From an optimization exercise on the open Yosys and OpenROAD flow, aimed at small area; shortcuts taken in it are not production practice.
In this exercise RTL edits were held to simulation tests only and were not proved equivalent to the original.
Power is estimated from default activity; no workload was simulated.

## boom_pro
module boom_pro(sw7,start,clk,led,seg,sw_input,row,seg_cat,btn6,buzzer,green,red);
For scale: ~140 flip-flops, about 59 I/O pins, about 11,000 µm² of cells after synthesis.
Settings: LEC_CHECK=0, CAP_MARGIN=20, CORE_MARGIN=2, CORE_UTILIZATION=70, SLEW_MARGIN=20; clock period 20.0 ns.
standard.sh (not shown) runs the stock make flow with config.mk's settings and CLKGATE_MAP_FILE= SYNTH_SCRIPT=/design/flow/synth_recipe.tcl, a recipe that flattens the netlist after the stock synthesis.
==> flow/flow/run.sh <==
#!/bin/bash
# The standard layout (the standard.sh: ORFS synthesis to final layout)
# with two changes: the port buffers that global placement inserts are
# buf_1 cells, and clock tree synthesis uses clkbuf_8 cells (root and leaf
# buffers) and no dummy loads. standard.sh's output goes to standard.log;
# ORFS keeps each step's log under orfs/logs.
set -euo pipefail
export BUFFER_PORTS_ARGS="-buffer_cell sky130_fd_sc_hd__buf_1"
export CTS_ARGS="-sink_clustering_enable -repair_clock_nets -dont_use_dummy_load -buf_list sky130_fd_sc_hd__clkbuf_16 -root_buf sky130_fd_sc_hd__clkbuf_16 -sink_clustering_size 40 -sink_clustering_max_diameter 200 -sink_clustering_levels 1"
bash standard.sh > standard.log 2>&1
==> next run, changes <==
--- a/flow/flow/run.sh
+++ b/flow/flow/run.sh
@@ -9 +9 @@
-export CTS_ARGS="-sink_clustering_enable -repair_clock_nets -dont_use_dummy_load -buf_list sky130_fd_sc_hd__clkbuf_16 -root_buf sky130_fd_sc_hd__clkbuf_16 -sink_clustering_size 40 -sink_clustering_max_diameter 200 -sink_clustering_levels 1"
+export CTS_ARGS="-sink_clustering_enable -repair_clock_nets -dont_use_dummy_load -buf_list sky130_fd_sc_hd__clkbuf_8 -root_buf sky130_fd_sc_hd__clkbuf_8 -sink_clustering_size 20 -sink_clustering_max_diameter 100"
Effect:
- The new run went through all stages and came out clean
- global-route usage drops by 0.89 points
- count of clock-buffer cells in the layout stays the same
- sequential power stays flat
- routed wire length drops by about 2.3%
- worst setup slack improved by 0.13 ns
- via count came out lower by 0.58%
- fmax goes up by 0.85%
- hold slack stays flat

========
Starting RTL as in the previous note.
==> flow/config.mk <==
export PLATFORM = sky130hd
export DESIGN_NAME = boom_pro
export DESIGN_NICKNAME = boom_pro
export VERILOG_FILES = /design/flow/design.v
export SDC_FILE = /design/flow/constraint.sdc
export NUM_CORES = 4
export LEC_CHECK = 0
export CAP_MARGIN = 20
export CORE_MARGIN = 2
export CORE_UTILIZATION = 70
export SLEW_MARGIN = 20
==> flow/constraint.sdc <==
create_clock -name core_clock -period 20.0 [get_ports {clk}]
set_input_delay 4.0000 -clock core_clock [delete_from_list [all_inputs] [get_ports {clk}]]
set_output_delay 4.0000 -clock core_clock [all_outputs]
set_load 0.01 [all_outputs]
==> flow/flow/run.sh <==
#!/bin/bash
# The standard layout (the standard.sh: ORFS synthesis to final layout)
# with two changes: the port buffers that global placement inserts are
# buf_1 cells, and clock tree synthesis uses clkbuf_8 cells (root and leaf
# buffers) and no dummy loads. standard.sh's output goes to standard.log;
# ORFS keeps each step's log under orfs/logs.
set -euo pipefail
export BUFFER_PORTS_ARGS="-buffer_cell sky130_fd_sc_hd__buf_1"
export CTS_ARGS="-sink_clustering_enable -repair_clock_nets -dont_use_dummy_load -buf_list sky130_fd_sc_hd__clkbuf_8 -root_buf sky130_fd_sc_hd__clkbuf_8"
bash standard.sh > standard.log 2>&1
The first run produced a clean layout.
Change:
--- a/flow/flow/run.sh
+++ b/flow/flow/run.sh
@@ -9 +9 @@
-export CTS_ARGS="-sink_clustering_enable -repair_clock_nets -dont_use_dummy_load -buf_list sky130_fd_sc_hd__clkbuf_8 -root_buf sky130_fd_sc_hd__clkbuf_8"
+export CTS_ARGS="-sink_clustering_enable -repair_clock_nets -dont_use_dummy_load -buf_list sky130_fd_sc_hd__clkbuf_8 -root_buf sky130_fd_sc_hd__clkbuf_8 -sink_clustering_size 30 -sink_clustering_max_diameter 150 -sink_buffer_max_cap_derate 1.0"
After rerunning: The changed run produced a clean layout. Worst setup slack stays the same. Synthesized cell count stays the same. Global-route usage does not change. Via count stays the same. Register-to-register slack barely changes. Design area does not change. Non-clock buffer count stays the same. First-iteration DRC count does not change. Total power does not change.

-- static timing again, ports no longer ideal --
No port has a modelled driver above. Below, the same layouts with a new extraction and two added sets of constraints. Step 1, drivers: a clkbuf_16 drives clk and a buf_2 each remaining input, both assumed. Step 2, shift: input delay + t, output delay - t, t = (earliest + latest rising clock arrival at the registers) / 2. This alone moves slack from input paths to output paths. Slacks: ideal ports / drivers / drivers and shift; pairs: ideal ports / drivers.
| run | t (ns) | slack for setup (ns) | hold slack, ns | worst register clock-pin slew, ns |
|---|---|---|---|---|
| the first run of note 1 | 0.464 | 4.625 / 4.625 / 4.625 | 0.428 / 0.428 / 0.428 | 0.07 / 0.07 |
| the second run of note 1 | 0.494 | 4.754 / 4.754 / 4.754 | 0.431 / 0.431 / 0.431 | 0.09 / 0.09 |
| the first run of note 2 | 0.494 | 4.754 / 4.754 / 4.754 | 0.431 / 0.431 / 0.431 | 0.09 / 0.09 |
| the second run of note 2 | 0.494 | 4.754 / 4.754 / 4.754 | 0.431 / 0.431 / 0.431 | 0.09 / 0.09 |
After both steps setup and hold are still met in every run listed.
